This design comes from an exercise in tuning for small area, a short achievable clock period and few clock cycles on the open sky130 flow, not from production work.
The RTL was checked by simulation tests, not by an equivalence proof against the original design.

== run a ==
Design base2_to_base3, start of the top module:
module base2_to_base3(
	base3_no,
	done,
	base2_no,
	en,
	rst,
	clk);
parameter width = 16;
output	[2*width - 1 : 0]	base3_no;
output				done;
input	[width - 1 : 0]		base2_no;
input				en;
input				rst;
input				clk;
reg  [18:0] cut_r;
reg  done_r;
wire c0_14_q, c0_14_r1, c0_14_r0;
div_half c0_14 (.q(c0_14_q), .rn1(c0_14_r1), .rn0(c0_14_r0), .r0(base2_no[15]), .b(base2_no[14]));
wire c0_13_q, c0_13_r1, c0_13_r0;
div_algo_n c0_13 (.q(c0_13_q), .rn1(c0_13_r1), .rn0(c0_13_r0), .r1(c0_14_r1), .r0(c0_14_r0), .b(~base2_no[13]));
wire c0_12_q, c0_12_r1, c0_12_r0;
div_algo c0_12 (.q(c0_12_q), .rn1(c0_12_r1), .rn0(c0_12_r0), .r1(c0_13_r1), .r0(c0_13_r0), .b(base2_no[12]));
wire c0_11_q, c0_11_r1, c0_11_r0;
div_algo_n c0_11 (.q(c0_11_q), .rn1(c0_11_r1), .rn0(c0_11_r0), .r1(c0_12_r1), .r0(c0_12_r0), .b(~base2_no[11]));
wire c0_10_q, c0_10_r1, c0_10_r0;
div_algo c0_10 (.q(c0_10_q), .rn1(c0_10_r1), .rn0(c0_10_r0), .r1(c0_11_r1), .r0(c0_11_r0), .b(base2_no[10]));
wire c0_9_q, c0_9_r1, c0_9_r0;
div_algo_n c0_9 (.q(c0_9_q), .rn1(c0_9_r1), .rn0(c0_9_r0), .r1(c0_10_r1), .r0(c0_10_r0), .b(~base2_no[9]));
wire c0_8_q, c0_8_r1, c0_8_r0;
  ...
Size in the first run: ~390 cells after synthesis, roughly 52 I/O pins, ~2900 sq um of cells after synthesis.
==> flow/config.mk <==
export PLATFORM = sky130hd
export DESIGN_NAME = base2_to_base3
export DESIGN_NICKNAME = base2_to_base3
export VERILOG_FILES = /design/flow/design.v
export SDC_FILE = /design/flow/constraint.sdc
export NUM_CORES = 4
export LEC_CHECK = 0
export CAP_MARGIN = 20
export CORE_MARGIN = 2
export CORE_UTILIZATION = 40
export CTS_BUF_LIST = sky130_fd_sc_hd__clkbuf_2 sky130_fd_sc_hd__clkbuf_4
export SLEW_MARGIN = 20
export SYNTH_HIERARCHICAL = 1
export SYNTH_MINIMUM_KEEP_SIZE = 0
==> flow/constraint.sdc <==
create_clock -name core_clock -period 19.0 [get_ports {clk}]
set_input_delay 3.8000 -clock core_clock [delete_from_list [all_inputs] [get_ports {clk}]]
set_output_delay 3.8000 -clock core_clock [all_outputs]
set_load 0.01 [all_outputs]
standard.sh (not shown) runs the stock make flow with config.mk's settings and CLKGATE_MAP_FILE= SYNTH_SCRIPT=/design/flow/synth_recipe.tcl, a recipe that flattens the netlist after the stock synthesis.
==> flow/flow/run.sh <==
#!/bin/bash
# Own layout flow: the standard flow (standard synthesis unchanged), with
# the port buffers made of small, fast buffers instead of the default delay
# buffers.
set -euo pipefail
bash standard.sh BUFFER_PORTS_ARGS="-buffer_cell sky130_fd_sc_hd__buf_1" finish > standard_flow.log 2>&1
Testbench counts of run a, summed over its fixed seeds: cycles 3,200.
The inputs of run b differ from those of run a as listed below.
# run a
export LEC_CHECK = 0
export CAP_MARGIN = 20
export CORE_MARGIN = 2
export CORE_UTILIZATION = 40
export CTS_BUF_LIST = sky130_fd_sc_hd__clkbuf_2 sky130_fd_sc_hd__clkbuf_4
export SLEW_MARGIN = 20
export SYNTH_HIERARCHICAL = 1
export SYNTH_MINIMUM_KEEP_SIZE = 0
create_clock -name core_clock -period 19.0 [get_ports {clk}]
# run b
export LEC_CHECK = 0
export CAP_MARGIN = 20
export CORE_MARGIN = 2
export CORE_UTILIZATION = 40
export SLEW_MARGIN = 20
export SYNTH_HIERARCHICAL = 1
export SYNTH_MINIMUM_KEEP_SIZE = 0
create_clock -name core_clock -period 19.0 [get_ports {clk}]
Results
Run b finished every step from synthesis to the final layout, and the layout passed the timing, design-rule and antenna checks. Share of cell area taken by multi-input logic gates was higher in run a than in run b. Lower core utilization goes to run a over run b. [compare] base=run a new=run b: clock buffer and inverter area fraction after layout up 0.91 points, number of max-slew violations in the final report did not really move. Status: final wirelength parity (run a, run b). From run a to run b the numbers moved as follows: post-route worst setup slack fell 0.050 ns, row count about even.

-- static timing again, ports no longer ideal --
How much do the figures lean on ideal ports? The routed layouts below were timed once more, with nothing changed but the port constraints.
Step 1, drivers: a clkbuf_16 drives clk and a buf_2 each remaining input, both assumed.
Step 2 adds t to the input delays and takes it off the output delays; t is the mean of the earliest and latest rising clock arrival at the registers after step 1. Input paths then give back, and output paths get back, about the clock's delay inside the block.
Three values: ideal ports, drivers, drivers and shift; two values: the first two.
run | t (ns) | setup slack, ns | worst setup path at the end
run a | 0.313 | 11.310 / 11.313 / 11.000 | input to register
run b | 0.276 | 11.261 / 11.266 / 10.990 | input to register
After both steps setup and hold are still met in every run listed. For run a, which loses most, drivers alone change the setup slack by +0.003 ns; drivers and shift together by -0.310 ns.
